Background: an optimization exercise with open tools, aiming at small area, a short achievable clock period and few clock cycles per item. Do not read the settings as production practice. In this exercise RTL edits were held to simulation tests only and were not proved equivalent to the original. Power figures rest on the tool's default switching activity, not on a simulated workload.

File: flow/run.sh
#!/bin/bash
# synth_recipe.tcl (not shown) runs the flow's synth.tcl, then flattens the netlist and writes it again
# the make line also repeats each setting of config.mk as NAME=value (left out here)
make -C /OpenROAD-flow-scripts/flow DESIGN_CONFIG=/design/flow/config.mk WORK_HOME=/design/flow/orfs CLKGATE_MAP_FILE= SYNTH_SCRIPT=/design/flow/synth_recipe.tcl finish
File: flow/config.mk
export PLATFORM = sky130hd
export DESIGN_NAME = CONV
export DESIGN_NICKNAME = CONV
export VERILOG_FILES = /design/flow/design.v
export SDC_FILE = /design/flow/constraint.sdc
export NUM_CORES = 4
export LEC_CHECK = 0
export CAP_MARGIN = 20
export CORE_MARGIN = 2
export CORE_UTILIZATION = 40
export CTS_BUF_LIST = sky130_fd_sc_hd__clkbuf_4 sky130_fd_sc_hd__clkbuf_8
export SETUP_SLACK_MARGIN = 4.6
export SLEW_MARGIN = 20
File: flow/constraint.sdc
create_clock -name core_clock -period 8.0 [get_ports {clk}]
set_input_delay 1.6000 -clock core_clock [delete_from_list [all_inputs] [get_ports {clk}]]
set_output_delay 1.6000 -clock core_clock [all_outputs]
set_load 0.01 [all_outputs]
File: flow/design.v
module  CONV(
	input				clk,
	input				rst_n,
	input 				mode,
	input       		in_valid,
	output reg			out_valid,
	output 		[13:0] 	AWADDR,
	output		 [7:0] 	AWLEN,
	output 				AWVALID,
	input 				AWREADY,
	output reg  [31:0]	WDATA,
	output 				WVALID,
	input 				WREADY,
	output 		[13:0] 	ARADDR,
	output 		 [7:0] 	ARLEN,
	output 				ARVALID,
	input 				ARREADY,
	input		[31:0] 	RDATA,
	input 				RVALID,
	output reg			RREADY
);
reg			mode_r;
wire [5:0]	dd = mode_r ? 6'd2 : 6'd1;
reg			ar_on;
reg  [5:0]	ar_y, ar_c;
reg  [1:0]	ar_e;		 
reg  [13:0]	ar_a;
wire		ar_v0n = (ar_y == 6'd0) || (mode_r && ar_y == 6'd1);
wire		ar_v2  = !((ar_y == 6'd63) || (mode_r && ar_y == 6'd62));
wire		ar_v3  = ar_y[0] && ((!ar_c[0] && ar_c != 6'd0) || ar_c == 6'd63);
wire [5:0]	ar_y1 = ar_y + 6'd1;
wire		ar_nv0n = (ar_y1 == 6'd0) || (mode_r && ar_y1 == 6'd1);
wire		ar_newcol = (ar_e == 2'd3) || (ar_e == 2'd2 && !ar_v3) || (ar_e == 2'd1 && !ar_v2 && !ar_v3);
reg  [5:0]	an_y, an_c;
reg  [1:0]	an_e;
reg			an_on;
always @(*) begin
	an_y = ar_y; an_c = ar_c; an_e = ar_e; an_on = ar_on;
	if (ar_newcol) begin
		if (ar_c == 6'd63) begin
			an_c = 6'd0;
			if (ar_y == 6'd63) an_on = 1'b0;
			else begin an_y = ar_y1; an_e = ar_nv0n ? 2'd1 : 2'd0; end
		end else begin
			an_c = ar_c + 6'd1;
			an_e = ar_v0n ? 2'd1 : 2'd0;
		end
	end else if (ar_e == 2'd0) an_e = 2'd1;
	else if (ar_e == 2'd1 && ar_v2) an_e = 2'd2;
	else an_e = 2'd3;
end
wire [5:0]	an_row = (an_e == 2'd0) ? an_y - dd : (an_e == 2'd2) ? an_y + dd : an_y;
wire [13:0]	an_a = (an_e == 2'd3) ? {4'b1000, an_y[5:1], an_c[0] ? 5'd31 : an_c[5:1] - 5'd1} : {2'b00, an_row, an_c};
assign ARADDR = ar_a;
assign ARLEN = 8'd0;
assign ARVALID = ar_on;
always @(posedge clk or negedge rst_n) begin
	if (!rst_n) begin
		ar_on <= 1'b0; ar_y <= 6'd0; ar_c <= 6'd0; ar_e <= 2'd1; ar_a <= 14'd0;
	end else if (in_valid) begin
		ar_on <= 1'b1; ar_y <= 6'd0; ar_c <= 6'd0; ar_e <= 2'd1; ar_a <= 14'd0;
	end else if (ar_on && ARREADY) begin
		ar_on <= an_on; ar_y <= an_y; ar_c <= an_c; ar_e <= an_e; ar_a <= an_a;
	end
end
reg			rs_on;
reg  [5:0]	rs_y, rs_c;
reg  [1:0]	rs_e;
wire		rs_v0n = (rs_y == 6'd0) || (mode_r && rs_y == 6'd1);
wire		rs_v2  = !((rs_y == 6'd63) || (mode_r && rs_y == 6'd62));
wire		rs_v3  = rs_y[0] && ((!rs_c[0] && rs_c != 6'd0) || rs_c == 6'd63);
wire [5:0]	rs_y1 = rs_y + 6'd1;
wire		rs_nv0n = (rs_y1 == 6'd0) || (mode_r && rs_y1 == 6'd1);
wire		rs_newcol = (rs_e == 2'd3) || (rs_e == 2'd2 && !rs_v3) || (rs_e == 2'd1 && !rs_v2 && !rs_v3);
wire		rs_colend = (rs_e == 2'd2) || (rs_e == 2'd1 && !rs_v2);
reg  [5:0]	rn_y, rn_c;
reg  [1:0]	rn_e;
reg			rn_on;
always @(*) begin
	rn_y = rs_y; rn_c = rs_c; rn_e = rs_e; rn_on = rs_on;
	if (rs_newcol) begin
		if (rs_c == 6'd63) begin
			rn_c = 6'd0;
			if (rs_y == 6'd63) rn_on = 1'b0;
			else begin rn_y = rs_y1; rn_e = rs_nv0n ? 2'd1 : 2'd0; end
		end else begin
			rn_c = rs_c + 6'd1;
			rn_e = rs_v0n ? 2'd1 : 2'd0;
		end
	end else if (rs_e == 2'd0) rn_e = 2'd1;
	else if (rs_e == 2'd1 && rs_v2) rn_e = 2'd2;
	else rn_e = 2'd3;
end
reg			c5f;		 
reg			f3, f4;		 
reg  [11:0]	p_n;		 
wire		p_oddeven = p_n[6] && !p_n[0];
reg			tmpf;		 
reg  [31:0]	tmp;
wire		p_tf = tmpf;
wire [31:0]	p_tmp = tmp;
reg  [287:0] win;		 
wire		r_acc = RVALID && RREADY;
wire		r_pix = r_acc && (rs_e != 2'd3);
always @(posedge clk or negedge rst_n) begin
	if (!rst_n) begin
		rs_on <= 1'b0; rs_y <= 6'd0; rs_c <= 6'd0; rs_e <= 2'd1;
	end else if (in_valid) begin
		rs_on <= 1'b1; rs_y <= 6'd0; rs_c <= 6'd0; rs_e <= 2'd1;
	end else if (r_acc) begin
		rs_on <= rn_on; rs_y <= rn_y; rs_c <= rn_c; rs_e <= rn_e;
	end
end
always @(posedge clk) begin
	if (r_acc && rs_e == 2'd3) tmp <= RDATA;
end
reg  [1:0]	pc;			 
reg  [1:0]	ph;			 
reg			act;		 
reg  [1:0]	j;			 
reg  [11:0]	e_n;		 
reg  [1:0]	rmask, cmask;	 
reg			v0, v1;
reg  [1:0]	j0, j1;
reg			f1, l1;		 
reg  [3:0]	n1;			 
reg  [35:0]	dgr;
reg  [26-1:0] ts, tc;
reg  [36:0]	acc;
reg			rv;			 
reg			wv, pm, wm, fin;
wire		can_push = !pm && (!wv || WREADY) && !(p_oddeven && !p_tf);
wire		frz = rv && v1 && f1 && !can_push;
wire [1:0]	pc_need = mode_r ? 2'd2 : 2'd1;
wire		pc_done = (pc == pc_need);
wire		col_rdy = mode_r ? c5f : f3;
wire		q_empty = !c5f && (mode_r || (!f3 && !f4));
wire		phantom = !rs_on && q_empty && (ph != pc_need) && pc_done;
wire		shift = !frz && (col_rdy || phantom) && (!act || j == 2'd0);
wire		start_out = shift && pc_done;
wire		mv3 = !mode_r && f4 && (!f3 || shift);
wire		mv4 = !mode_r && c5f && (!f4 || mv3);
wire		en3 = mode_r ? shift : mv3;
wire		en4 = mode_r ? shift : mv4;
wire [11:0]	e_n1 = e_n + 12'd1;
wire		push;
reg			c5f_n;
reg			tmpf_n;
always @(*) begin
	c5f_n = c5f;
	if (en4) c5f_n = 1'b0;
	else if (r_pix && rs_colend) c5f_n = 1'b1;
	tmpf_n = tmpf;
	if (push && p_oddeven) tmpf_n = 1'b0;
	if (r_acc && rs_e == 2'd3) tmpf_n = 1'b1;
end
wire		f4_n = mv4 ? 1'b1 : (mv3 ? 1'b0 : f4);
wire		act_n = frz ? act : (act ? ((j == 2'd0) ? start_out : 1'b1) : start_out);
wire [1:0]	j_n = frz ? j : (start_out ? 2'd3 : (act ? j - 2'd1 : j));
wire		rv_n = (!frz && v1 && l1) ? 1'b1 : (push ? 1'b0 : rv);
wire		c5go_n = mode_r ? ((!act_n || j_n == 2'd0) && !rv_n) : !f4_n;
wire		c5free_n = !c5f_n || c5go_n;
wire		rr_n = rn_on && ((rn_e == 2'd3) ? !tmpf_n : c5free_n);
wire		rr_keep = rs_on && ((rs_e == 2'd3) ? !tmpf_n : c5free_n);
always @(posedge clk or negedge rst_n) begin
	if (!rst_n) begin
		c5f <= 1'b0; tmpf <= 1'b0; RREADY <= 1'b0; f3 <= 1'b0; f4 <= 1'b0;
	end else if (in_valid) begin
		c5f <= 1'b0; tmpf <= 1'b0; RREADY <= 1'b0; f3 <= 1'b0; f4 <= 1'b0;
	end else begin
		c5f <= c5f_n; tmpf <= tmpf_n;
		f3 <= mv3 ? 1'b1 : (shift ? 1'b0 : f3);
		f4 <= mv4 ? 1'b1 : (mv3 ? 1'b0 : f4);
		RREADY <= r_acc ? rr_n : rr_keep;
	end
end
always @(posedge clk) begin
	if (shift) win[143:0] <= win[191:48];
	if (en3) win[191:144] <= win[239:192];
	if (en4) win[239:192] <= win[287:240];
	if (r_pix && rs_e == 2'd0) win[255:240] <= RDATA[31:16];
	if (r_pix && rs_e == 2'd1) win[271:256] <= RDATA[31:16];
	if (r_pix && rs_e == 2'd2) win[287:272] <= RDATA[31:16];
end
always @(posedge clk or negedge rst_n) begin
	if (!rst_n) begin
		pc <= 2'd0; ph <= 2'd0; act <= 1'b0; j <= 2'd3; e_n <= 12'hfff;
		rmask <= 2'd0; cmask <= 2'd0; v0 <= 1'b0; v1 <= 1'b0; j0 <= 2'd0; j1 <= 2'd0;
	end else if (in_valid) begin
		pc <= 2'd0; ph <= 2'd0; act <= 1'b0; j <= 2'd3; e_n <= 12'hfff; v0 <= 1'b0; v1 <= 1'b0;
	end else if (!frz) begin
		if (shift && !pc_done) pc <= pc + 2'd1;
		if (shift && phantom) ph <= ph + 2'd1;
		v0 <= act; j0 <= j;
		v1 <= v0; j1 <= j0;
		f1 <= (j0 == 2'd3); l1 <= (j0 == 2'd0);
		n1 <= (j0 == 2'd3) ? 4'd5 : (j0 == 2'd2) ? 4'd5 : (j0 == 2'd1) ? 4'd5 : 4'd0;
		if (act) begin
			j <= j - 2'd1;
			if (j == 2'd0) act <= start_out;
		end else if (start_out) begin
			act <= 1'b1;
		end
		if (start_out) begin
			j <= 2'd3;
			e_n <= e_n1;
			rmask[0] <= (e_n1[11:6] == 6'd0) || (mode_r && e_n1[11:6] == 6'd1);
			rmask[1] <= (e_n1[11:6] == 6'd63) || (mode_r && e_n1[11:6] == 6'd62);
			cmask[0] <= (e_n1[5:0] == 6'd0) || (mode_r && e_n1[5:0] == 6'd1);
			cmask[1] <= (e_n1[5:0] == 6'd63) || (mode_r && e_n1[5:0] == 6'd62);
		end
	end
end
wire [15:0] p0 = win[16*(0*3+0) +: 16];
wire [15:0] p1 = mode_r ? win[16*(2*3+0) +: 16] : win[16*(1*3+0) +: 16];
wire [15:0] p2 = mode_r ? win[16*(4*3+0) +: 16] : win[16*(2*3+0) +: 16];
wire [15:0] p3 = win[16*(0*3+1) +: 16];
wire [15:0] p4 = mode_r ? win[16*(2*3+1) +: 16] : win[16*(1*3+1) +: 16];
wire [15:0] p5 = mode_r ? win[16*(4*3+1) +: 16] : win[16*(2*3+1) +: 16];
wire [15:0] p6 = win[16*(0*3+2) +: 16];
wire [15:0] p7 = mode_r ? win[16*(2*3+2) +: 16] : win[16*(1*3+2) +: 16];
wire [15:0] p8 = mode_r ? win[16*(4*3+2) +: 16] : win[16*(2*3+2) +: 16];
wire m0 = rmask[0] | cmask[0], m1 = rmask[0], m2 = rmask[0] | cmask[1];
wire m3 = cmask[0], m5 = cmask[1];
wire m6 = rmask[1] | cmask[0], m7 = rmask[1], m8 = rmask[1] | cmask[1];
function [3:0] dig;
	input [15:0] p;
	input [1:0] jj;
	input mm;
	begin
		case (jj)
			2'd3: dig = mm ? 4'b1000 : {~p[15], p[14:12]};
			2'd2: dig = mm ? 4'b0000 : p[11:8];
			2'd1: dig = mm ? 4'b0000 : p[7:4];
			default: dig = mm ? 4'b0000 : p[3:0];
		endcase
	end
endfunction
wire [3:0] dn0 = dig(p0, j, m0), dn1 = dig(p1, j, m1), dn2 = dig(p2, j, m2);
wire [3:0] dn3 = dig(p3, j, m3), dn4 = dig(p4, j, 1'b0), dn5 = dig(p5, j, m5);
wire [3:0] dn6 = dig(p6, j, m6), dn7 = dig(p7, j, m7), dn8 = dig(p8, j, m8);
wire s1 = ~dn0[3] ^ dn1[3];
wire c2 = ~dn0[3] & dn1[3];
wire s3 = ~dn0[0] ^ dn1[2];
wire c4 = ~dn0[0] & dn1[2];
wire s5 = ~dn0[2] ^ ~dn0[0];
wire c6 = ~dn0[2] & ~dn0[0];
wire s7 = ~dn0[3] ^ ~dn0[1];
wire c8 = ~dn0[3] & ~dn0[1];
wire s9 = ~dn0[2] ^ ~dn0[0];
wire c10 = ~dn0[2] & ~dn0[0];
wire s11 = ~dn0[3] ^ ~dn0[1] ^ ~dn1[3];
wire c12 = (~dn0[3] & ~dn0[1]) | (~dn0[3] & ~dn1[3]) | (~dn0[1] & ~dn1[3]);
wire s13 = ~dn1[1] ^ ~dn2[3];
wire c14 = ~dn1[1] & ~dn2[3];
wire [13:0] q1_n = {c14, s13, c12, s11, c10, s9, c8, s7, c6, s5, c4, s3, c2, s1};
reg  [14-1:0] q1;
always @(posedge clk) begin
	if (!frz && act) begin
		dgr <= {dn8, dn7, dn6, dn5, dn4, dn3, dn2, dn1, dn0};
		q1 <= q1_n;
	end
end
wire [3:0] dg0 = dgr[3:0], dg1 = dgr[7:4], dg2 = dgr[11:8];
wire [3:0] dg3 = dgr[15:12], dg4 = dgr[19:16], dg5 = dgr[23:20];
wire [3:0] dg6 = dgr[27:24], dg7 = dgr[31:28], dg8 = dgr[35:32];
wire s15 = ~dg0[1] ^ ~dg1[0];
wire c16 = ~dg0[1] & ~dg1[0];
wire s17 = ~dg0[2] ^ dg0[0] ^ ~dg1[1];
wire c18 = (~dg0[2] & dg0[0]) | (~dg0[2] & ~dg1[1]) | (dg0[0] & ~dg1[1]);
wire s19 = ~dg2[0] ^ ~dg3[3];
wire c20 = ~dg2[0] & ~dg3[3];
wire s21 = ~dg0[3] ^ dg0[1] ^ ~dg1[2];
wire c22 = (~dg0[3] & dg0[1]) | (~dg0[3] & ~dg1[2]) | (dg0[1] & ~dg1[2]);
wire s23 = ~dg2[1] ^ dg3[2] ^ dg4[3];
wire c24 = (~dg2[1] & dg3[2]) | (~dg2[1] & dg4[3]) | (dg3[2] & dg4[3]);
wire s25 = dg4[1] ^ dg5[3];
wire c26 = dg4[1] & dg5[3];
wire s27 = dg0[2] ^ ~dg1[3] ^ ~dg1[0];
wire c28 = (dg0[2] & ~dg1[3]) | (dg0[2] & ~dg1[0]) | (~dg1[3] & ~dg1[0]);
wire s29 = ~dg2[2] ^ dg3[3] ^ dg3[0];
wire c30 = (~dg2[2] & dg3[3]) | (~dg2[2] & dg3[0]) | (dg3[3] & dg3[0]);
wire s31 = dg4[2] ^ ~dg5[1] ^ dg6[3];
wire c32 = (dg4[2] & ~dg5[1]) | (dg4[2] & dg6[3]) | (~dg5[1] & dg6[3]);
wire s33 = dg0[3] ^ ~dg1[1] ^ ~dg2[3];
wire c34 = (dg0[3] & ~dg1[1]) | (dg0[3] & ~dg2[3]) | (~dg1[1] & ~dg2[3]);
wire s35 = ~dg2[0] ^ dg3[1] ^ dg4[3];
wire c36 = (~dg2[0] & dg3[1]) | (~dg2[0] & dg4[3]) | (dg3[1] & dg4[3]);
wire s37 = ~dg4[0] ^ ~dg5[2];
wire c38 = ~dg4[0] & ~dg5[2];
wire s39 = ~dg0[0] ^ ~dg1[2] ^ dg1[0];
wire c40 = (~dg0[0] & ~dg1[2]) | (~dg0[0] & dg1[0]) | (~dg1[2] & dg1[0]);
wire s41 = ~dg2[1] ^ dg3[2] ^ dg3[0];
wire c42 = (~dg2[1] & dg3[2]) | (~dg2[1] & dg3[0]) | (dg3[2] & dg3[0]);
wire s43 = ~dg4[1] ^ ~dg5[3] ^ dg5[0];
wire c44 = (~dg4[1] & ~dg5[3]) | (~dg4[1] & dg5[0]) | (~dg5[3] & dg5[0]);
wire s45 = ~dg0[1] ^ ~dg1[3] ^ dg1[1];
wire c46 = (~dg0[1] & ~dg1[3]) | (~dg0[1] & dg1[1]) | (~dg1[3] & dg1[1]);
wire s47 = ~dg2[2] ^ ~dg2[0] ^ dg3[3];
wire c48 = (~dg2[2] & ~dg2[0]) | (~dg2[2] & dg3[3]) | (~dg2[0] & dg3[3]);
wire s49 = dg3[1] ^ ~dg4[2] ^ ~dg4[0];
wire c50 = (dg3[1] & ~dg4[2]) | (dg3[1] & ~dg4[0]) | (~dg4[2] & ~dg4[0]);
wire s51 = dg5[1] ^ dg6[3];
wire c52 = dg5[1] & dg6[3];
wire s53 = ~dg0[2] ^ dg1[2] ^ dg1[0];
wire c54 = (~dg0[2] & dg1[2]) | (~dg0[2] & dg1[0]) | (dg1[2] & dg1[0]);
wire s55 = ~dg2[3] ^ ~dg2[1] ^ dg3[2];
wire c56 = (~dg2[3] & ~dg2[1]) | (~dg2[3] & dg3[2]) | (~dg2[1] & dg3[2]);
wire s57 = dg3[0] ^ ~dg4[3] ^ ~dg4[1];
wire c58 = (dg3[0] & ~dg4[3]) | (dg3[0] & ~dg4[1]) | (~dg4[3] & ~dg4[1]);
wire s59 = dg5[2] ^ dg5[0] ^ dg6[2];
wire c60 = (dg5[2] & dg5[0]) | (dg5[2] & dg6[2]) | (dg5[0] & dg6[2]);
wire s61 = q1[0] ^ dg1[1] ^ ~dg2[2];
wire c62 = (q1[0] & dg1[1]) | (q1[0] & ~dg2[2]) | (dg1[1] & ~dg2[2]);
wire s63 = dg3[3] ^ dg3[1] ^ ~dg4[2];
wire c64 = (dg3[3] & dg3[1]) | (dg3[3] & ~dg4[2]) | (dg3[1] & ~dg4[2]);
wire s65 = dg4[0] ^ dg5[3] ^ dg5[1];
wire c66 = (dg4[0] & dg5[3]) | (dg4[0] & dg5[1]) | (dg5[3] & dg5[1]);
wire s67 = dg6[3] ^ dg6[0] ^ ~dg7[0];
wire c68 = (dg6[3] & dg6[0]) | (dg6[3] & ~dg7[0]) | (dg6[0] & ~dg7[0]);
wire s69 = q1[1] ^ q1[2] ^ dg1[0];
wire c70 = (q1[1] & q1[2]) | (q1[1] & dg1[0]) | (q1[2] & dg1[0]);
wire s71 = ~dg2[3] ^ dg3[2] ^ dg3[0];
wire c72 = (~dg2[3] & dg3[2]) | (~dg2[3] & dg3[0]) | (dg3[2] & dg3[0]);
wire s73 = ~dg4[3] ^ dg4[1] ^ dg5[2];
wire c74 = (~dg4[3] & dg4[1]) | (~dg4[3] & dg5[2]) | (dg4[1] & dg5[2]);
wire s75 = dg6[1] ^ ~dg7[1] ^ ~dg8[3];
wire c76 = (dg6[1] & ~dg7[1]) | (dg6[1] & ~dg8[3]) | (~dg7[1] & ~dg8[3]);
wire s77 = q1[3] ^ ~dg0[1] ^ dg1[3];
wire c78 = (q1[3] & ~dg0[1]) | (q1[3] & dg1[3]) | (~dg0[1] & dg1[3]);
wire s79 = dg1[1] ^ dg3[3] ^ dg3[1];
wire c80 = (dg1[1] & dg3[3]) | (dg1[1] & dg3[1]) | (dg3[3] & dg3[1]);
wire s81 = dg4[2] ^ dg5[3] ^ dg5[0];
wire c82 = (dg4[2] & dg5[3]) | (dg4[2] & dg5[0]) | (dg5[3] & dg5[0]);
wire s83 = dg6[2] ^ ~dg7[2];
wire c84 = dg6[2] & ~dg7[2];
wire s85 = q1[4] ^ dg1[2] ^ ~dg1[0];
wire c86 = (q1[4] & dg1[2]) | (q1[4] & ~dg1[0]) | (dg1[2] & ~dg1[0]);
wire s87 = ~dg2[0] ^ dg3[2] ^ dg4[3];
wire c88 = (~dg2[0] & dg3[2]) | (~dg2[0] & dg4[3]) | (dg3[2] & dg4[3]);
wire s89 = ~dg4[0] ^ dg5[1] ^ dg6[3];
wire c90 = (~dg4[0] & dg5[1]) | (~dg4[0] & dg6[3]) | (dg5[1] & dg6[3]);
wire s91 = dg6[0] ^ ~dg7[3] ^ ~dg8[2];
wire c92 = (dg6[0] & ~dg7[3]) | (dg6[0] & ~dg8[2]) | (~dg7[3] & ~dg8[2]);
wire s93 = q1[5] ^ q1[6] ^ dg1[3];
wire c94 = (q1[5] & q1[6]) | (q1[5] & dg1[3]) | (q1[6] & dg1[3]);
wire s95 = ~dg1[1] ^ ~dg2[1] ^ dg3[3];
wire c96 = (~dg1[1] & ~dg2[1]) | (~dg1[1] & dg3[3]) | (~dg2[1] & dg3[3]);
wire s97 = ~dg3[0] ^ ~dg4[1] ^ dg5[2];
wire c98 = (~dg3[0] & ~dg4[1]) | (~dg3[0] & dg5[2]) | (~dg4[1] & dg5[2]);
wire s99 = dg5[0] ^ dg6[1] ^ ~dg8[3];
wire c100 = (dg5[0] & dg6[1]) | (dg5[0] & ~dg8[3]) | (dg6[1] & ~dg8[3]);
wire s101 = q1[7] ^ q1[8] ^ ~dg1[2];
wire c102 = (q1[7] & q1[8]) | (q1[7] & ~dg1[2]) | (q1[8] & ~dg1[2]);
wire s103 = ~dg1[0] ^ ~dg2[2] ^ ~dg2[0];
wire c104 = (~dg1[0] & ~dg2[2]) | (~dg1[0] & ~dg2[0]) | (~dg2[2] & ~dg2[0]);
wire s105 = ~dg3[1] ^ ~dg4[2] ^ dg5[3];
wire c106 = (~dg3[1] & ~dg4[2]) | (~dg3[1] & dg5[3]) | (~dg4[2] & dg5[3]);
wire s107 = dg5[1] ^ dg6[2] ^ dg6[0];
wire c108 = (dg5[1] & dg6[2]) | (dg5[1] & dg6[0]) | (dg6[2] & dg6[0]);
wire s109 = q1[9] ^ q1[10] ^ q1[12];
wire c110 = (q1[9] & q1[10]) | (q1[9] & q1[12]) | (q1[10] & q1[12]);
wire s111 = ~dg2[1] ^ ~dg3[2] ^ ~dg4[3];
wire c112 = (~dg2[1] & ~dg3[2]) | (~dg2[1] & ~dg4[3]) | (~dg3[2] & ~dg4[3]);
wire s113 = dg4[0] ^ dg5[2] ^ ~dg5[0];
wire c114 = (dg4[0] & dg5[2]) | (dg4[0] & ~dg5[0]) | (dg5[2] & ~dg5[0]);
wire s115 = dg6[3] ^ dg6[1] ^ dg7[0];
wire c116 = (dg6[3] & dg6[1]) | (dg6[3] & dg7[0]) | (dg6[1] & dg7[0]);
wire s117 = q1[11] ^ q1[13] ^ ~dg0[2];
wire c118 = (q1[11] & q1[13]) | (q1[11] & ~dg0[2]) | (q1[13] & ~dg0[2]);
wire s119 = ~dg1[2] ^ ~dg2[2] ^ ~dg3[3];
wire c120 = (~dg1[2] & ~dg2[2]) | (~dg1[2] & ~dg3[3]) | (~dg2[2] & ~dg3[3]);
wire s121 = dg4[1] ^ dg5[3] ^ ~dg5[1];
wire c122 = (dg4[1] & dg5[3]) | (dg4[1] & ~dg5[1]) | (dg5[3] & ~dg5[1]);
wire s123 = ~dg0[3] ^ ~dg1[3];
wire c124 = ~dg0[3] & ~dg1[3];
wire s125 = ~dg0[1] ^ dg1[1] ^ dg2[0];
wire c126 = (~dg0[1] & dg1[1]) | (~dg0[1] & dg2[0]) | (dg1[1] & dg2[0]);
wire s127 = ~dg0[2] ^ dg1[2] ^ dg2[1];
wire c128 = (~dg0[2] & dg1[2]) | (~dg0[2] & dg2[1]) | (dg1[2] & dg2[1]);
wire s129 = ~dg3[0] ^ ~dg5[3] ^ ~dg5[1];
wire c130 = (~dg3[0] & ~dg5[3]) | (~dg3[0] & ~dg5[1]) | (~dg5[3] & ~dg5[1]);
wire s131 = ~dg0[3] ^ ~dg0[0] ^ dg1[3];
wire c132 = (~dg0[3] & ~dg0[0]) | (~dg0[3] & dg1[3]) | (~dg0[0] & dg1[3]);
wire s133 = dg2[2] ^ ~dg3[1] ^ dg4[0];
wire c134 = (dg2[2] & ~dg3[1]) | (dg2[2] & dg4[0]) | (~dg3[1] & dg4[0]);
wire s135 = ~dg5[2] ^ dg5[0];
wire c136 = ~dg5[2] & dg5[0];
wire s137 = s15 ^ dg2[3] ^ ~dg3[2];
wire c138 = (s15 & dg2[3]) | (s15 & ~dg3[2]) | (dg2[3] & ~dg3[2]);
wire s139 = dg3[0] ^ dg4[1] ^ ~dg5[3];
wire c140 = (dg3[0] & dg4[1]) | (dg3[0] & ~dg5[3]) | (dg4[1] & ~dg5[3]);
wire s141 = dg5[1] ^ dg6[0] ^ dg8[3];
wire c142 = (dg5[1] & dg6[0]) | (dg5[1] & dg8[3]) | (dg6[0] & dg8[3]);
wire s143 = c16 ^ s17 ^ s19;
wire c144 = (c16 & s17) | (c16 & s19) | (s17 & s19);
wire s145 = dg3[1] ^ dg4[2] ^ dg4[0];
wire c146 = (dg3[1] & dg4[2]) | (dg3[1] & dg4[0]) | (dg4[2] & dg4[0]);
wire s147 = dg5[2] ^ dg6[1] ^ ~dg7[0];
wire c148 = (dg5[2] & dg6[1]) | (dg5[2] & ~dg7[0]) | (dg6[1] & ~dg7[0]);
wire s149 = c18 ^ c20 ^ s21;
wire c150 = (c18 & c20) | (c18 & s21) | (c20 & s21);
wire s151 = s23 ^ s25 ^ ~dg5[0];
wire c152 = (s23 & s25) | (s23 & ~dg5[0]) | (s25 & ~dg5[0]);
wire s153 = dg6[2] ^ ~dg7[1] ^ dg8[0];
wire c154 = (dg6[2] & ~dg7[1]) | (dg6[2] & dg8[0]) | (~dg7[1] & dg8[0]);
wire s155 = c22 ^ c24 ^ c26;
wire c156 = (c22 & c24) | (c22 & c26) | (c24 & c26);
wire s157 = s27 ^ s29 ^ s31;
wire c158 = (s27 & s29) | (s27 & s31) | (s29 & s31);
wire s159 = dg6[0] ^ ~dg7[2] ^ dg8[1];
wire c160 = (dg6[0] & ~dg7[2]) | (dg6[0] & dg8[1]) | (~dg7[2] & dg8[1]);
wire s161 = c28 ^ c30 ^ c32;
wire c162 = (c28 & c30) | (c28 & c32) | (c30 & c32);
wire s163 = s33 ^ s35 ^ s37;
wire c164 = (s33 & s35) | (s33 & s37) | (s35 & s37);
wire s165 = dg6[1] ^ ~dg7[3] ^ dg8[2];
wire c166 = (dg6[1] & ~dg7[3]) | (dg6[1] & dg8[2]) | (~dg7[3] & dg8[2]);
wire s167 = c34 ^ c36 ^ c38;
wire c168 = (c34 & c36) | (c34 & c38) | (c36 & c38);
wire s169 = s39 ^ s41 ^ s43;
wire c170 = (s39 & s41) | (s39 & s43) | (s41 & s43);
wire s171 = dg6[2] ^ dg6[0] ^ dg8[3];
wire c172 = (dg6[2] & dg6[0]) | (dg6[2] & dg8[3]) | (dg6[0] & dg8[3]);
wire s173 = c40 ^ c42 ^ c44;
wire c174 = (c40 & c42) | (c40 & c44) | (c42 & c44);
wire s175 = s45 ^ s47 ^ s49;
wire c176 = (s45 & s47) | (s45 & s49) | (s47 & s49);
wire s177 = s51 ^ dg6[1] ^ ~dg8[0];
wire c178 = (s51 & dg6[1]) | (s51 & ~dg8[0]) | (dg6[1] & ~dg8[0]);
wire s179 = c46 ^ c48 ^ c50;
wire c180 = (c46 & c48) | (c46 & c50) | (c48 & c50);
wire s181 = c52 ^ s53 ^ s55;
wire c182 = (c52 & s53) | (c52 & s55) | (s53 & s55);
wire s183 = s57 ^ s59 ^ ~dg8[1];
wire c184 = (s57 & s59) | (s57 & ~dg8[1]) | (s59 & ~dg8[1]);
wire s185 = c54 ^ c56 ^ c58;
wire c186 = (c54 & c56) | (c54 & c58) | (c56 & c58);
wire s187 = c60 ^ s61 ^ s63;
wire c188 = (c60 & s61) | (c60 & s63) | (s61 & s63);
wire s189 = s65 ^ s67 ^ ~dg8[2];
wire c190 = (s65 & s67) | (s65 & ~dg8[2]) | (s67 & ~dg8[2]);
wire s191 = c62 ^ c64 ^ c66;
wire c192 = (c62 & c64) | (c62 & c66) | (c64 & c66);
wire s193 = c68 ^ s69 ^ s71;
wire c194 = (c68 & s69) | (c68 & s71) | (s69 & s71);
wire s195 = s73 ^ s75 ^ ~dg8[0];
wire c196 = (s73 & s75) | (s73 & ~dg8[0]) | (s75 & ~dg8[0]);
wire s197 = c70 ^ c72 ^ c74;
wire c198 = (c70 & c72) | (c70 & c74) | (c72 & c74);
wire s199 = c76 ^ s77 ^ s79;
wire c200 = (c76 & s77) | (c76 & s79) | (s77 & s79);
wire s201 = s81 ^ s83 ^ ~dg8[1];
wire c202 = (s81 & s83) | (s81 & ~dg8[1]) | (s83 & ~dg8[1]);
wire s203 = c78 ^ c80 ^ c82;
wire c204 = (c78 & c80) | (c78 & c82) | (c80 & c82);
wire s205 = c84 ^ s85 ^ s87;
wire c206 = (c84 & s85) | (c84 & s87) | (s85 & s87);
wire s207 = s89 ^ s91 ^ ~dg8[0];
wire c208 = (s89 & s91) | (s89 & ~dg8[0]) | (s91 & ~dg8[0]);
wire s209 = c86 ^ c88 ^ c90;
wire c210 = (c86 & c88) | (c86 & c90) | (c88 & c90);
wire s211 = c92 ^ s93 ^ s95;
wire c212 = (c92 & s93) | (c92 & s95) | (s93 & s95);
wire s213 = s97 ^ s99 ^ ~dg8[1];
wire c214 = (s97 & s99) | (s97 & ~dg8[1]) | (s99 & ~dg8[1]);
wire s215 = c94 ^ c96 ^ c98;
wire c216 = (c94 & c96) | (c94 & c98) | (c96 & c98);
wire s217 = c100 ^ s101 ^ s103;
wire c218 = (c100 & s101) | (c100 & s103) | (s101 & s103);
wire s219 = s105 ^ s107 ^ ~dg8[2];
wire c220 = (s105 & s107) | (s105 & ~dg8[2]) | (s107 & ~dg8[2]);
wire s221 = c102 ^ c104 ^ c106;
wire c222 = (c102 & c104) | (c102 & c106) | (c104 & c106);
wire s223 = c108 ^ s109 ^ s111;
wire c224 = (c108 & s109) | (c108 & s111) | (s109 & s111);
wire s225 = s113 ^ s115 ^ ~dg8[3];
wire c226 = (s113 & s115) | (s113 & ~dg8[3]) | (s115 & ~dg8[3]);
wire s227 = c110 ^ c112 ^ c114;
wire c228 = (c110 & c112) | (c110 & c114) | (c112 & c114);
wire s229 = c116 ^ s117 ^ s119;
wire c230 = (c116 & s117) | (c116 & s119) | (s117 & s119);
wire s231 = s121 ^ dg6[2] ^ dg7[1];
wire c232 = (s121 & dg6[2]) | (s121 & dg7[1]) | (dg6[2] & dg7[1]);
wire s233 = c118 ^ c120 ^ c122;
wire c234 = (c118 & c120) | (c118 & c122) | (c120 & c122);
wire s235 = s123 ^ ~dg2[3] ^ dg4[2];
wire c236 = (s123 & ~dg2[3]) | (s123 & dg4[2]) | (~dg2[3] & dg4[2]);
wire s237 = ~dg5[2] ^ dg6[3] ^ dg7[2];
wire c238 = (~dg5[2] & dg6[3]) | (~dg5[2] & dg7[2]) | (dg6[3] & dg7[2]);
wire s239 = c124 ^ dg4[3];
wire c240 = c124 & dg4[3];
wire s241 = ~dg0[0] ^ dg1[0];
wire c242 = ~dg0[0] & dg1[0];
wire s243 = s125 ^ ~dg5[2] ^ ~dg5[0];
wire c244 = (s125 & ~dg5[2]) | (s125 & ~dg5[0]) | (~dg5[2] & ~dg5[0]);
wire s245 = ~dg6[2] ^ dg8[2];
wire c246 = ~dg6[2] & dg8[2];
wire s247 = c126 ^ s127 ^ s129;
wire c248 = (c126 & s127) | (c126 & s129) | (s127 & s129);
wire s249 = ~dg6[3] ^ dg8[3] ^ dg8[1];
wire c250 = (~dg6[3] & dg8[3]) | (~dg6[3] & dg8[1]) | (dg8[3] & dg8[1]);
wire s251 = c128 ^ c130 ^ s131;
wire c252 = (c128 & c130) | (c128 & s131) | (c130 & s131);
wire s253 = s133 ^ s135 ^ dg8[2];
wire c254 = (s133 & s135) | (s133 & dg8[2]) | (s135 & dg8[2]);
wire s255 = c132 ^ c134 ^ c136;
wire c256 = (c132 & c134) | (c132 & c136) | (c134 & c136);
wire s257 = s137 ^ s139 ^ s141;
wire c258 = (s137 & s139) | (s137 & s141) | (s139 & s141);
wire s259 = c138 ^ c140 ^ c142;
wire c260 = (c138 & c140) | (c138 & c142) | (c140 & c142);
wire s261 = s143 ^ s145 ^ s147;
wire c262 = (s143 & s145) | (s143 & s147) | (s145 & s147);
wire s263 = c144 ^ c146 ^ c148;
wire c264 = (c144 & c146) | (c144 & c148) | (c146 & c148);
wire s265 = s149 ^ s151 ^ s153;
wire c266 = (s149 & s151) | (s149 & s153) | (s151 & s153);
wire s267 = c150 ^ c152 ^ c154;
wire c268 = (c150 & c152) | (c150 & c154) | (c152 & c154);
wire s269 = s155 ^ s157 ^ s159;
wire c270 = (s155 & s157) | (s155 & s159) | (s157 & s159);
wire s271 = c156 ^ c158 ^ c160;
wire c272 = (c156 & c158) | (c156 & c160) | (c158 & c160);
wire s273 = s161 ^ s163 ^ s165;
wire c274 = (s161 & s163) | (s161 & s165) | (s163 & s165);
wire s275 = c162 ^ c164 ^ c166;
wire c276 = (c162 & c164) | (c162 & c166) | (c164 & c166);
wire s277 = s167 ^ s169 ^ s171;
wire c278 = (s167 & s169) | (s167 & s171) | (s169 & s171);
wire s279 = c168 ^ c170 ^ c172;
wire c280 = (c168 & c170) | (c168 & c172) | (c170 & c172);
wire s281 = s173 ^ s175 ^ s177;
wire c282 = (s173 & s175) | (s173 & s177) | (s175 & s177);
wire s283 = c174 ^ c176 ^ c178;
wire c284 = (c174 & c176) | (c174 & c178) | (c176 & c178);
wire s285 = s179 ^ s181 ^ s183;
wire c286 = (s179 & s181) | (s179 & s183) | (s181 & s183);
wire s287 = c180 ^ c182 ^ c184;
wire c288 = (c180 & c182) | (c180 & c184) | (c182 & c184);
wire s289 = s185 ^ s187 ^ s189;
wire c290 = (s185 & s187) | (s185 & s189) | (s187 & s189);
wire s291 = c186 ^ c188 ^ c190;
wire c292 = (c186 & c188) | (c186 & c190) | (c188 & c190);
wire s293 = s191 ^ s193 ^ s195;
wire c294 = (s191 & s193) | (s191 & s195) | (s193 & s195);
wire s295 = c192 ^ c194 ^ c196;
wire c296 = (c192 & c194) | (c192 & c196) | (c194 & c196);
wire s297 = s197 ^ s199 ^ s201;
wire c298 = (s197 & s199) | (s197 & s201) | (s199 & s201);
wire s299 = c198 ^ c200 ^ c202;
wire c300 = (c198 & c200) | (c198 & c202) | (c200 & c202);
wire s301 = s203 ^ s205 ^ s207;
wire c302 = (s203 & s205) | (s203 & s207) | (s205 & s207);
wire s303 = c204 ^ c206 ^ c208;
wire c304 = (c204 & c206) | (c204 & c208) | (c206 & c208);
wire s305 = s209 ^ s211 ^ s213;
wire c306 = (s209 & s211) | (s209 & s213) | (s211 & s213);
wire s307 = c210 ^ c212 ^ c214;
wire c308 = (c210 & c212) | (c210 & c214) | (c212 & c214);
wire s309 = s215 ^ s217 ^ s219;
wire c310 = (s215 & s217) | (s215 & s219) | (s217 & s219);
wire s311 = c216 ^ c218 ^ c220;
wire c312 = (c216 & c218) | (c216 & c220) | (c218 & c220);
wire s313 = s221 ^ s223 ^ s225;
wire c314 = (s221 & s223) | (s221 & s225) | (s223 & s225);
wire s315 = c222 ^ c224 ^ c226;
wire c316 = (c222 & c224) | (c222 & c226) | (c224 & c226);
wire s317 = s227 ^ s229 ^ s231;
wire c318 = (s227 & s229) | (s227 & s231) | (s229 & s231);
wire s319 = c228 ^ c230 ^ c232;
wire c320 = (c228 & c230) | (c228 & c232) | (c230 & c232);
wire s321 = s233 ^ s235 ^ s237;
wire c322 = (s233 & s235) | (s233 & s237) | (s235 & s237);
wire s323 = c234 ^ c236 ^ c238;
wire c324 = (c234 & c236) | (c234 & c238) | (c236 & c238);
wire s325 = s239 ^ ~dg5[3] ^ dg7[3];
wire c326 = (s239 & ~dg5[3]) | (s239 & dg7[3]) | (~dg5[3] & dg7[3]);
wire s327 = s241 ^ ~dg5[1];
wire c328 = s241 & ~dg5[1];
wire s329 = c242 ^ s243 ^ s245;
wire c330 = (c242 & s243) | (c242 & s245) | (s243 & s245);
wire s331 = c244 ^ c246 ^ s247;
wire c332 = (c244 & c246) | (c244 & s247) | (c246 & s247);
wire s333 = c248 ^ c250 ^ s251;
wire c334 = (c248 & c250) | (c248 & s251) | (c250 & s251);
wire s335 = c252 ^ c254 ^ s255;
wire c336 = (c252 & c254) | (c252 & s255) | (c254 & s255);
wire s337 = c256 ^ c258 ^ s259;
wire c338 = (c256 & c258) | (c256 & s259) | (c258 & s259);
wire s339 = c260 ^ c262 ^ s263;
wire c340 = (c260 & c262) | (c260 & s263) | (c262 & s263);
wire s341 = c264 ^ c266 ^ s267;
wire c342 = (c264 & c266) | (c264 & s267) | (c266 & s267);
wire s343 = c268 ^ c270 ^ s271;
wire c344 = (c268 & c270) | (c268 & s271) | (c270 & s271);
wire s345 = c272 ^ c274 ^ s275;
wire c346 = (c272 & c274) | (c272 & s275) | (c274 & s275);
wire s347 = c276 ^ c278 ^ s279;
wire c348 = (c276 & c278) | (c276 & s279) | (c278 & s279);
wire s349 = c280 ^ c282 ^ s283;
wire c350 = (c280 & c282) | (c280 & s283) | (c282 & s283);
wire s351 = c284 ^ c286 ^ s287;
wire c352 = (c284 & c286) | (c284 & s287) | (c286 & s287);
wire s353 = c288 ^ c290 ^ s291;
wire c354 = (c288 & c290) | (c288 & s291) | (c290 & s291);
wire s355 = c292 ^ c294 ^ s295;
wire c356 = (c292 & c294) | (c292 & s295) | (c294 & s295);
wire s357 = c296 ^ c298 ^ s299;
wire c358 = (c296 & c298) | (c296 & s299) | (c298 & s299);
wire s359 = c300 ^ c302 ^ s303;
wire c360 = (c300 & c302) | (c300 & s303) | (c302 & s303);
wire s361 = c304 ^ c306 ^ s307;
wire c362 = (c304 & c306) | (c304 & s307) | (c306 & s307);
wire s363 = c308 ^ c310 ^ s311;
wire c364 = (c308 & c310) | (c308 & s311) | (c310 & s311);
wire s365 = c312 ^ c314 ^ s315;
wire c366 = (c312 & c314) | (c312 & s315) | (c314 & s315);
wire s367 = c316 ^ c318 ^ s319;
wire c368 = (c316 & c318) | (c316 & s319) | (c318 & s319);
wire s369 = c320 ^ c322 ^ s323;
wire c370 = (c320 & c322) | (c320 & s323) | (c322 & s323);
wire s371 = c324 ^ c326;
wire c372 = c324 & c326;
wire s373 = ~dg5[0] ^ ~dg6[0];
wire c374 = ~dg5[0] & ~dg6[0];
wire s375 = s327 ^ ~dg6[1] ^ dg8[1];
wire c376 = (s327 & ~dg6[1]) | (s327 & dg8[1]) | (~dg6[1] & dg8[1]);
wire s377 = c328 ^ s329 ^ dg8[0];
wire c378 = (c328 & s329) | (c328 & dg8[0]) | (s329 & dg8[0]);
wire s379 = c330 ^ s331 ^ s249;
wire c380 = (c330 & s331) | (c330 & s249) | (s331 & s249);
wire s381 = c332 ^ s333 ^ s253;
wire c382 = (c332 & s333) | (c332 & s253) | (s333 & s253);
wire s383 = c334 ^ s335 ^ s257;
wire c384 = (c334 & s335) | (c334 & s257) | (s335 & s257);
wire s385 = c336 ^ s337 ^ s261;
wire c386 = (c336 & s337) | (c336 & s261) | (s337 & s261);
wire s387 = c338 ^ s339 ^ s265;
wire c388 = (c338 & s339) | (c338 & s265) | (s339 & s265);
wire s389 = c340 ^ s341 ^ s269;
wire c390 = (c340 & s341) | (c340 & s269) | (s341 & s269);
wire s391 = c342 ^ s343 ^ s273;
wire c392 = (c342 & s343) | (c342 & s273) | (s343 & s273);
wire s393 = c344 ^ s345 ^ s277;
wire c394 = (c344 & s345) | (c344 & s277) | (s345 & s277);
wire s395 = c346 ^ s347 ^ s281;
wire c396 = (c346 & s347) | (c346 & s281) | (s347 & s281);
wire s397 = c348 ^ s349 ^ s285;
wire c398 = (c348 & s349) | (c348 & s285) | (s349 & s285);
wire s399 = c350 ^ s351 ^ s289;
wire c400 = (c350 & s351) | (c350 & s289) | (s351 & s289);
wire s401 = c352 ^ s353 ^ s293;
wire c402 = (c352 & s353) | (c352 & s293) | (s353 & s293);
wire s403 = c354 ^ s355 ^ s297;
wire c404 = (c354 & s355) | (c354 & s297) | (s355 & s297);
wire s405 = c356 ^ s357 ^ s301;
wire c406 = (c356 & s357) | (c356 & s301) | (s357 & s301);
wire s407 = c358 ^ s359 ^ s305;
wire c408 = (c358 & s359) | (c358 & s305) | (s359 & s305);
wire s409 = c360 ^ s361 ^ s309;
wire c410 = (c360 & s361) | (c360 & s309) | (s361 & s309);
wire s411 = c362 ^ s363 ^ s313;
wire c412 = (c362 & s363) | (c362 & s313) | (s363 & s313);
wire s413 = c364 ^ s365 ^ s317;
wire c414 = (c364 & s365) | (c364 & s317) | (s365 & s317);
wire s415 = c366 ^ s367 ^ s321;
wire c416 = (c366 & s367) | (c366 & s321) | (s367 & s321);
wire s417 = c368 ^ s369 ^ s325;
wire c418 = (c368 & s369) | (c368 & s325) | (s369 & s325);
wire s419 = c370 ^ s371 ^ c240;
wire c420 = (c370 & s371) | (c370 & c240) | (s371 & c240);
wire [25:0] tree_s = {1'b0, c420, c418, c416, c414, c412, c410, c408, c406, c404, c402, c400, c398, c396, c394, c392, c390, c388, c386, c384, c382, c380, c378, c376, c374, s373};
wire [25:0] tree_c = {1'b0, c372, s419, s417, s415, s413, s411, s409, s407, s405, s403, s401, s399, s397, s395, s393, s391, s389, s387, s385, s383, s381, s379, s377, s375, dg8[0]};
always @(posedge clk) begin
	if (!frz && v0) begin ts <= tree_s; tc <= tree_c; end
end
wire [36:0]	acc_base = {f1 ? 33'd384326 : acc[32:0], n1};
always @(posedge clk) begin
	if (!frz && v1) acc <= acc_base + {{(37-26){1'b0}}, ts} + {{(37-26){1'b0}}, tc};
end
reg  [31:0]	mx;
wire [31:0]	relu = acc[36] ? 32'd0 : acc[31:0];
assign		push = rv && can_push;
wire [31:0]	other = p_n[0] ? mx : p_tmp;
wire		o_gt = acc[36] || (other > acc[31:0]);
wire [31:0]	cmpv = o_gt ? other : acc[31:0];
wire [31:0]	mx_new = (p_n[0] || p_n[6]) ? cmpv : relu;
always @(posedge clk or negedge rst_n) begin
	if (!rst_n) rv <= 1'b0;
	else if (in_valid) rv <= 1'b0;
	else if (!frz && v1 && l1) rv <= 1'b1;
	else if (push) rv <= 1'b0;
end
always @(posedge clk) begin
	if (push) begin
		WDATA <= relu;
		mx <= mx_new;
	end else if (wv && WREADY && pm) WDATA <= mx;
end
always @(posedge clk or negedge rst_n) begin
	if (!rst_n) begin
		wv <= 1'b0; pm <= 1'b0; wm <= 1'b0; fin <= 1'b0; p_n <= 12'd0; out_valid <= 1'b0;
	end else begin
		out_valid <= wv && WREADY && wm && fin;
		if (in_valid) begin
			wv <= 1'b0; pm <= 1'b0; wm <= 1'b0; fin <= 1'b0; p_n <= 12'd0;
		end else if (push) begin
			wv <= 1'b1; wm <= 1'b0; pm <= p_n[0]; p_n <= p_n + 12'd1;
			if (p_n == 12'd4095) fin <= 1'b1;
		end else if (wv && WREADY) begin
			if (pm) begin pm <= 1'b0; wm <= 1'b1; end
			else wv <= 1'b0;
		end
	end
end
assign WVALID = wv;
reg			aw_on, aw_l1;
reg  [11:0]	aw_n;
reg  [13:0]	aw_a;
assign AWVALID = aw_on;
assign AWLEN = 8'd0;
assign AWADDR = aw_a;
wire [11:0]	aw_n1 = aw_n + 12'd1;
always @(posedge clk or negedge rst_n) begin
	if (!rst_n) begin
		aw_on <= 1'b0; aw_l1 <= 1'b0; aw_n <= 12'd0; aw_a <= 14'd0;
	end else if (in_valid) begin
		aw_on <= 1'b1; aw_l1 <= 1'b0; aw_n <= 12'd0; aw_a <= 14'h1000;
	end else if (aw_on && AWREADY) begin
		if (!aw_l1 && aw_n[0]) begin
			aw_l1 <= 1'b1;
			aw_a <= {4'b1000, aw_n[11:7], aw_n[5:1]};
		end else begin
			aw_l1 <= 1'b0;
			aw_n <= aw_n1;
			aw_a <= {2'b01, aw_n1};
			if (aw_n == 12'd4095) aw_on <= 1'b0;
		end
	end
end
always @(posedge clk or negedge rst_n) begin
	if (!rst_n) mode_r <= 1'b0;
	else if (in_valid) mode_r <= mode;
end
endmodule
==> results of run 1 <==
per-stage QoR:
step                utilization  power [mW]
global placement         0.4311       5.128
floorplan                     -       4.732
global route             0.4823       8.432
finish                   0.4823       8.020
detailed placement       0.4312       5.154
CTS                      0.4702       8.063
cells in the mapped netlist (19+ instances only):
cell type  instances  area (µm²)
xnor2_1           44       385.4
clkbuf_1          73       274.0
nand2_1          172       645.6
nor3_1            29       145.1
ha_1             112        1401
nor2_1           172       645.6
a21o_1            27       202.7
fa_1             216        4324
mux2_2            21       236.5
a222oi_1          36       360.4
edfxtp_1         519       15580
inv_1            416        1562
xor2_1            35       306.5
a21oi_1          109       545.5
mux2i_1           51       510.5
buf_4             19       142.6
dfrtp_1          105        2628
o2bb2ai_1         33       289.0
nand3_1           37       185.2
and3_1            19       118.9
nand4_1           31       193.9
o31ai_1           42       315.3
o21ai_0           89       445.4
worst max path at each step:
stage / start / end / cells past startpoint
finish: f1 / acc[31] / 11
global route: f1 / acc[31] / 11
CTS: f1 / acc[31] / 14
detailed placement: WREADY / win[30] / 7
global placement: WREADY / win[22] / 7
floorplan: WREADY / cmask[0] / 7
worst max-delay path, stage by stage, from the launching register on:
cell and delay (ns):
edfxtp_1 0.37, buf_6 0.16, bufbuf_16 0.29, nor2_1 0.15, fa_1 0.47, ha_4 0.31
nand4_1 0.16, or3_4 0.42, nor3_4 0.25, nor3_4 0.09, a211oi_2 0.23, mux2_2 0.35
placed cells by master, fill, tap and decap left out, drive strengths merged, types with 98 or more instances in the layout:
cell type / Yosys / layout
edfxtp: 519 / 519
inv: 418 / 416
fa: 216 / 216
nand2: 172 / 172
nor2: 172 / 172
clkbuf: 74 / 148
buf: 47 / 135
ha: 112 / 112
a21oi: 111 / 111
dfrtp: 105 / 105
clkdlybuf4s50: 0 / 98
what timing repair did:
action,in CTS,in global routing
gates resized for setup,159,149
endpoints found under the setup margin,378,277
pin swaps,68,87
buffers inserted,62,42
gates cloned,11,5
layer usage:
| metal | vias to the layer above | part of all wire | GRT usage |
|---|---|---|---|
| met3 | 138 | 0.054 | 0.03755 |
| li1 | 9874 | - | - |
| met2 | 619 | 0.50 | 0.3318 |
| met5 | - | 0.00078 | 0 |
| met4 | 10 | 0.023 | 0.04903 |
| met1 | 10860 | 0.42 | 0.2435 |
registers in the layout (all words and copies together), names as in the netlist, 6 cells and up:
name   count
e_n       12
ar_a      13
rs_y       6
ts        25
tc        25
WDATA     32
ar_c       6
dgr       36
q1        12
win      288
aw_a      14
p_n       12
ar_y       6
rs_c       6
tmp       32
mx        32
aw_n      12
acc       34
cell families (layout without fill, tap and decap cells):
group	count (synthesis)	in the layout	share of synthesized area
flip-flops	640	640	0.5513
AND/OR/NAND/NOR	551	551	0.07641
buffers and inverters	539	863	0.06256
AO/OA/AOI/OAI	468	473	0.09670
adder cells (fa/ha/maj)	329	329	0.1697
XOR/XNOR	79	79	0.02047
multiplexers	73	73	0.02277
other	1	18	0.0001110
cell type report:
type | instances | area (µm²) | area share
sequential | 640 | 18650 | 0.4619
timing repair inverter | 1 | 7.507 | 0.0001860
tap | 1134 | 1419 | 0.03515
inverter | 418 | 1603 | 0.03971
clock inverter | 57 | 317.8 | 0.007873
antenna | 1 | 2.502 | 0.00006199
timing repair buffer | 243 | 2497 | 0.06187
multi-input combinational | 1522 | 14110 | 0.3497
clock buffer | 144 | 1757 | 0.04352
report_power, final:
group | internal [mW] | total, mW | switching (mW)
Sequential | 3.86 | 3.95 | 0.0881
Combinational | 0.510 | 1.26 | 0.748
Clock | 1.47 | 2.81 | 1.34
Total | 5.84 | 8.02 | 2.18
==> run summary, run 1 <==
Synth warnings - 1
Crit path required time - 8.42 ns
Async SR Flop Fraction - 0.1891
# Max-Cap Violations - 0
Die W - 294.7 µm
cell count after synthesis - 2680
clk slew on worst S/H paths - 0.06 ns
PortBufs - 103
Post-Syn Area per Cell - 12.61 µm²
sequential area share after synthesis - 0.5513
Worst-Skew Late Latency - 0.73 ns
fin area - 0.04037 mm²
min-delay worst type - register to register
H-tree Lvls - 3
cts bufs inserted - 106
num rows - 106
Main synth FF type - edfxtp_1
Worst Setup Path Type - register to register
skew final - 0.06152 ns
drt drc - 0
# hold bufs at CTS - 0
largest net degree at the start of global routing - 94
gpl congestion - 0.9265
Max-slew headroom - 0.3403
share of cells above drive strength 1 - 0.2033
Final WS setup - 4.505 ns
Yosys reg bits - 640
Worst Path Max Fanout - 17
Place WS - 3.029 ns
unrepaired setup endpoints after global routing - yes
R2R cell count - 11
placed cell area - 0.03608 mm²
Root Buffer - clkbuf_8
first-pass GRT wire length - 127400 µm
WHS Path Cells - 0
FMAX - 286.1 MHz
hold endpoint - win[222]
Critical Path AT - 3.92 ns
total gr overflow - 0
die area - 0.08684 mm²
hold_ws - 0.4088 ns
Die Y-Extent - 294.7 µm
Max Slew Vio Count - 0
Clock Tree Buf Depth - 3
Antenna Nets Post-Route - 0
Tightest Pin Transition - 0.9896 ns
Total Wirelength - 83500 µm
fillers - 7337
leak pwr - 15.93 nW
EDFF count, synth - 519
setup_tns - 0 ns
vias in the first global route - 22300
Final period util - 0.4368
Tot GR Track Use - 0.1908
DR vias/cell - 5.168
placed cell count - 3836
Ports - 121
synth-to-layout area growth - 19.43%
post-detail-place hpwl - 57100 µm
vias - 21500
Reg-to-Reg Start - f1
initial core utilization - 0.4039
crit path time final - 3.495 ns
synth unique cells - 95
initial antenna violation count - 5
Placeable Area - 0.08369 mm²
Netlist Area Pre-Place - 0.03380 mm²
initial detailed-routing violation count - 1581
Cell Count, Final, Fillers Out - 4160
r2r setup slk - 4.51 ns
hold wc startpoint - win[270]
startpoint types - register
post-layout net count - 3300
clock sinks - 640
r2r endpoint - acc[31]
final setup fails - 0
outcome - complete, no violations
final hold violations - 0
worst vdd ir - 0.1424 mV
Critical Path End Type - register
drt pass-1 iters - 6
drt wl/cell - 20.07 µm
Power Dens Cells - 198.7 mW/mm²
CTS tree - built
Testbench counts, summed over its fixed seeds: cycles 224,425, images 12.
==> run 2: changes to the inputs <==
--- a/flow/config.mk
+++ b/flow/config.mk
@@ -5,9 +5,9 @@
 export SDC_FILE = /design/flow/constraint.sdc
 export NUM_CORES = 4
 export LEC_CHECK = 0
-export CAP_MARGIN = 20
+export CAP_MARGIN = 0
 export CORE_MARGIN = 2
 export CORE_UTILIZATION = 40
 export CTS_BUF_LIST = sky130_fd_sc_hd__clkbuf_4 sky130_fd_sc_hd__clkbuf_8
 export SETUP_SLACK_MARGIN = 4.6
-export SLEW_MARGIN = 20
+export SLEW_MARGIN = 0
==> run summary, run 2 <==
Worst-Skew Late Latency - 0.78 ns
Placeable Area - 0.08369 mm²
Netlist Area Pre-Place - 0.03380 mm²
worst path cell trace - buf_12 > nor2_2 > fa_1 > inv_1 > ha_1 > a21o_1 > a211o_4 > o32ai_4 > buf_12 > nor3_4 > nor3_4 > a211oi_2 > mux2_2
share of cells above drive strength 1 - 0.1888
num rows - 106
n_diodes - 0
post-layout net count - 3291
XOR/XNOR Fraction of Synth Area - 0.02047
skew final - 0.08118 ns
commonest non-fill, non-tap cell in the layout - edfxtp_1
Synth Area in Compound Gates - 0.09669
gpl congestion - 0.9265
DR vias/cell - 5.166
vias in the first global route - 22220
CTS tree - built
Yosys reg bits - 640
drt wl/cell - 19.81 µm
min-delay worst type - register to register
synth-to-layout area growth - 18.59%
Tot GR Track Use - 0.1893
H-tree Lvls - 3
vias - 21400
cell count after synthesis - 2680
adder-cell share of the synthesized area - 0.1697
hold_ws - 0.4061 ns
initial antenna violation count - 6
Total Wirelength - 82040 µm
setup_tns - 0 ns
cts bufs inserted - 107
simple-gate share of the synthesized area - 0.07641
Post-Syn Area per Cell - 12.61 µm²
Antenna Nets Post-Route - 0
Cell Count, Final, Fillers Out - 4142
Worst Path Max Fanout - 17
sequential area share after synthesis - 0.5513
Max-slew headroom - 0.1705
leak pwr - 15.87 nW
post-detail-place hpwl - 57070 µm
Tightest Pin Transition - 1.244 ns
Root Buffer - clkbuf_8
initial detailed-routing violation count - 1569
fin area - 0.04008 mm²
Max Slew Vio Count - 0
# Max-Cap Violations - 0
mux contribution to synthesized area - 0.02277
Synth warnings - 1
M1 GR Usage - 0.2424
met3 usage - 0.03401
Critical Path End Type - register
fillers - 7343
Main synth FF type - edfxtp_1
first-pass GRT wire length - 126700 µm
outcome - complete, no violations
Final period util - 0.4338
Ports - 121
drt drc - 0
max FFs per register - 288
largest family of logic cells by synthesized area - adder cells
clk slew on worst S/H paths - 0.06 ns
Top reg by flops - win
Clock Tree Buf Depth - 3
Yosys top cell area share - 0.4611
synth unique cells - 95
CP max stage delay - 0.42 ns
crit path time final - 3.471 ns
# hold bufs at CTS - 0
slowest cell on the critical path - edfxtp_1
final hold violations - 0
drt pass-1 iters - 7
Largest regs - win: 288 flops, dgr: 36 flops, acc: 34 flops
Die W - 294.7 µm
most frequent cells in the layout - edfxtp_1, inv_1, nand2_1, nor2_1, fa_1
clock sinks - 640
PortBufs - 103
startpoint types - register
Top delay family on crit path - compound AO/OA/AOI/OAI gates
Buf+Inv Stages, Crit Path - 3
Power Dens Cells - 204.5 mW/mm²
EDFF count, synth - 519
die area - 0.08684 mm²
Synth area leaders - edfxtp_1, fa_1, dfrtp_1, inv_1, ha_1
placed cell area - 0.03608 mm²
FMAX - 288.1 MHz
GRT busiest layer - met2
met2 Use GR - 0.3300
placed cell count - 3836
largest area contributor in the netlist - edfxtp_1
total gr overflow - 0
final setup fails - 0
Critical Path AT - 3.93 ns
Post-synth top cells - edfxtp_1, inv_1, fa_1
Async SR Flop Fraction - 0.1891
count leader, synth - edfxtp_1
Die Y-Extent - 294.7 µm
Worst Setup Path Type - register to register
unrepaired setup endpoints after global routing - yes
Crit path required time - 8.46 ns
worst vdd ir - 0.1282 mV
initial core utilization - 0.4039
largest net degree at the start of global routing - 94
[run 2: cell counts after synthesis]
No cell type changed its count.
[run 2: cell type report]
cell class	instances	area [µm²]	share of cell area
Inverter	418	1612	0.04020
Timing Repair inverter	1	7.507	0.0001873
Tap cell	1134	1419	0.03540
Clock buffer	144	1782	0.04445
Clock inverter	50	455.4	0.01136
Multi-Input combinational cell	1522	13860	0.3457
Timing Repair Buffer	233	2305	0.05750
Sequential cell	640	18650	0.4652
[run 2: per-layer routing]
metal / vias to the layer above / routed length [µm]
li1: 9856 / -
met1: 10800 / 34490
met4: 12 / 1859
met5: - / 77
met3: 129 / 4093
met2: 604 / 41520
[run 2: logic make-up after synthesis]
family                     after synthesis
DFF                                    640
and+or+nand+nor                        551
buffers and inverters                  539
AOI/OAI and AO/OA                      468
adders and majority gates              329
xor gates and xnor gates                79
muxes                                   73
other                                    1
[run 2: worst register-to-register path, stage by stage, from the launching register on]
cell	delay, ns
edfxtp_1	0.42
buf_12	0.19
nor2_2	0.14
fa_1	0.41
inv_1	0.08
ha_1	0.27
a21o_1	0.21
a211o_4	0.31
o32ai_4	0.31
buf_12	0.16
nor3_4	0.05
nor3_4	0.27
a211oi_2	0.11
mux2_2	0.29
[run 2: timing repair]
item                                    4_1_cts  5_1_grt
cloned                                        9        3
endpoints found under the setup margin      367      247
gates resized for setup                     140      110
setup buffers                                73       27
hold endpoints to repair                      0        0
pin swaps                                    50       43
[run 2: final timing paths]
check,startpoint,end,slack [ns],cells past startpoint
worst min-delay path,win[144],win[96],0.41,0
max in group asynchronous,rst_n,wv,6.19,2
min in group asynchronous,rst_n,rs_y[2],0.75,1
worst max-delay path,f1,acc[31],4.53,13
worst max register to register,f1,acc[31],4.53,13
worst min register to register,win[144],win[96],0.41,0
[run 2: metrics by stage]
| stage | utilization | setup slack (ns) | power (mW) |
|---|---|---|---|
| 2_1_floorplan | - | 2.044 | 4.732 |
| 3_3_place_gp | 0.4311 | 3.112 | 5.128 |
| 4_1_cts | 0.4711 | 4.467 | 8.260 |
| 3_5_place_dp | 0.4311 | 3.016 | 5.152 |
| 5_1_grt | 0.4790 | 4.440 | 8.606 |
| 6_report | 0.4790 | 4.529 | 8.197 |
[run 2: where the power goes]
group | internal [mW] | switching (mW) | leakage (nW)
Sequential | 3.86 | 0.0879 | 6.35
Combinational | 0.494 | 0.738 | 8.34
Clock | 1.66 | 1.36 | 1.18
==> run 3: changes to the inputs <==
--- a/flow/config.mk
+++ b/flow/config.mk
@@ -5,9 +5,9 @@
 export SDC_FILE = /design/flow/constraint.sdc
 export NUM_CORES = 4
 export LEC_CHECK = 0
-export CAP_MARGIN = 0
+export CAP_MARGIN = 5
 export CORE_MARGIN = 2
 export CORE_UTILIZATION = 40
 export CTS_BUF_LIST = sky130_fd_sc_hd__clkbuf_4 sky130_fd_sc_hd__clkbuf_8
 export SETUP_SLACK_MARGIN = 4.6
-export SLEW_MARGIN = 0
+export SLEW_MARGIN = 5
==> run summary, run 3 <==
outcome - complete, no violations
Place WS - 3.016 ns
R2R cell count - 9
leak pwr - 15.87 nW
crit path time final - 3.464 ns
Worst Setup Path Type - register to register
largest area contributor in the netlist - edfxtp_1
cts bufs inserted - 107
worst vdd ir - 0.1289 mV
most frequent cells in the layout - edfxtp_1, inv_1, nand2_1, nor2_1, fa_1
Max-slew headroom - 0.2259
clock group share of total power - 0.368
Reg-to-Reg Start - dgr[8]
unrepaired setup endpoints after global routing - yes
skew final - 0.08224 ns
Async SR Flop Fraction - 0.1891
share of cells above drive strength 1 - 0.1891
r2r endpoint - tc[17]
Final period util - 0.4330
placed cell area - 0.03608 mm²
largest net degree at the start of global routing - 94
Tot GR Track Use - 0.1893
EDFF count, synth - 519
FMAX - 288.7 MHz
H-tree Lvls - 3
Main synth FF type - edfxtp_1
Yosys reg bits - 640
final setup fails - 0
vias in the first global route - 22220
Power Dens Cells - 204.6 mW/mm²
Tightest Pin Transition - 1.158 ns
Post-synth top cells - edfxtp_1, inv_1, fa_1
critical path endpoint - tc[17]
n_diodes - 0
Clock Tree Buf Depth - 3
Sequential Power Share - 0.481
Yosys top cell area share - 0.4611
PortBufs - 103
setup_tns - 0 ns
cell count after synthesis - 2680
Die W - 294.7 µm
Comb pwr share - 0.150
Critical Path AT - 3.90 ns
num rows - 106
Core Util, Final - 0.4791
Final WS setup - 4.536 ns
gpl congestion - 0.9265
# Max-Cap Violations - 0
hold_ws - 0.4049 ns
Post-Syn Area per Cell - 12.61 µm²
Top reg by flops - win
Placeable Area - 0.08369 mm²
drt pass-1 iters - 6
CP max stage delay - 0.53 ns
max FFs per register - 288
slowest cell on the critical path - edfxtp_1
Largest regs - win: 288 flops, dgr: 36 flops, acc: 34 flops
die area - 0.08684 mm²
placed cell count - 3836
r2r setup slk - 4.54 ns
count leader, synth - edfxtp_1
drt wl/cell - 19.82 µm
Tot Pwr - 8.202 mW
Netlist Area Pre-Place - 0.03380 mm²
synth unique cells - 95
Antenna Nets Post-Route - 0
worst path cell trace - buf_6 > fa_1 > inv_1 > fa_2 > fa_1 > inv_1 > fa_1 > inv_1 > fa_2
Cell Count, Final, Fillers Out - 4143
P_int - 6.013 mW
Synth warnings - 1
Die Y-Extent - 294.7 µm
post-detail-place hpwl - 57070 µm
Crit path required time - 8.44 ns
initial antenna violation count - 6
drt drc - 0
min-delay worst type - register to register
Synth area leaders - edfxtp_1, fa_1, dfrtp_1, inv_1, ha_1
Worst-Skew Late Latency - 0.78 ns
vias - 21380
initial detailed-routing violation count - 1551
Worst Setup SP - dgr[8]
final hold violations - 0
DR vias/cell - 5.159
Critical Path End Type - register
Root Buffer - clkbuf_8
Ports - 121
post-layout net count - 3292
total gr overflow - 0
clk slew on worst S/H paths - 0.06 ns
clock sinks - 640
net switching power - 2.188 mW
Sw Ratio - 0.2668
CTS tree - built
fin area - 0.04009 mm²
startpoint types - register
sequential area share after synthesis - 0.5513
Worst Path Max Fanout - 4
initial core utilization - 0.4039
synth-to-layout area growth - 18.63%
commonest non-fill, non-tap cell in the layout - edfxtp_1
first-pass GRT wire length - 126700 µm
Total Wirelength - 82120 µm
Max Slew Vio Count - 0
==> run 3: cell count changes in the layout (fill, tap and decap cells not counted), sizes merged <==
cell | before | now
buf | 126 | 127
==> run 3: repair_timing <==
action / 4_1_cts / 5_1_grt
endpoints found under the setup margin: 367 / 247
pin swaps: 50 / 43
endpoints found under the hold margin: 0 / 0
buffers inserted: 73 / 27
cloned: 9 / 3
resized for setup: 140 / 110
hold buffers: 0 / 0
==> run 3: cells by family (layout without fill, tap and decap cells) <==
| logic type | count (synthesis) | after routing | synth area share |
|---|---|---|---|
| AND/OR/NAND/NOR | 551 | 551 | 0.07641 |
| AO/OA/AOI/OAI | 468 | 473 | 0.09670 |
| buffers and inverters | 539 | 847 | 0.06256 |
| flip-flops | 640 | 640 | 0.5513 |
| other | 1 | 17 | 0.0001110 |
| multiplexers | 73 | 73 | 0.02277 |
| XOR/XNOR | 79 | 79 | 0.02047 |
| adder cells (fa/ha/maj) | 329 | 329 | 0.1697 |
==> run 3: per-layer routing <==
metal / GRT usage / vias to the layer above / share of wire
met5: 0 / - / 0.00094
met4: 0.05015 / 12 / 0.022
met3: 0.03401 / 129 / 0.046
met2: 0.3300 / 543 / 0.51
met1: 0.2424 / 10840 / 0.42
li1: - / 9850 / -
==> run 3: how the worst min path moves through the flow <==
| stage | cells past startpoint | from | endpoint |
|---|---|---|---|
| 5_1_grt | 0 | win[144] | win[96] |
| 3_3_place_gp | 0 | win[167] | win[119] |
| 4_1_cts | 0 | win[188] | win[140] |
| 2_1_floorplan | 0 | win[148] | win[100] |
| 3_5_place_dp | 0 | win[159] | win[111] |
| 6_report | 0 | win[144] | win[96] |
==> run 3: power by group through the flow <==
| stage | Sequential, mW | Clock [mW] | Combinational [mW] |
|---|---|---|---|
| detailed placement | 4.02 | 0 | 1.13 |
| CTS | 3.95 | 3.10 | 1.21 |
| global route | 3.96 | 3.24 | 1.41 |
| floorplan | 3.98 | 0 | 0.755 |
| global placement | 4.01 | 0 | 1.12 |
| finish | 3.95 | 3.02 | 1.23 |
==> run 3: area by class of cell <==
class / count / area, µm²
Sequential cell: 640 / 18650
Inverter: 418 / 1612
Clock inverter: 50 / 455.4
Fill cell: 7342 / 43590
Timing Repair Buffer: 234 / 2316
Tap cell: 1134 / 1419
Clock buffer: 144 / 1782
Timing Repair inverter: 1 / 7.507
Multi-Input combinational cell: 1522 / 13860
==> run 3: worst max-delay path: cells and delay by family (launching register included) <==
family     cells  cell delay (ns)
flops          1             0.53
buf+inv        4             0.33
fa+ha+maj      5             2.33

-- what the ideal ports hide --
The results above use ideal ports. As a check the final layouts listed here were re-extracted and re-timed, cells and wires unchanged.
Step 1: set_driving_cell puts a clkbuf_16 on clk and a buf_2 on each other input, an assumption about the parent block.
Step 2 times the ports against the registers' clock, not the clock port: input delays grow and output delays shrink by t, the midpoint of the rising clock arrivals with the driver on.
a / b / c = no drivers / after step 1 / after step 2; a / b = the first two.
| run | shift t [ns] | setup WS [ns] |
|---|---|---|
| run 1 | 0.768 | 4.505 / 4.505 / 4.130 |
| run 2 | 0.795 | 4.529 / 4.529 / 3.934 |
| run 3 | 0.793 | 4.536 / 4.536 / 3.950 |
After both steps every run listed still meets setup and hold.
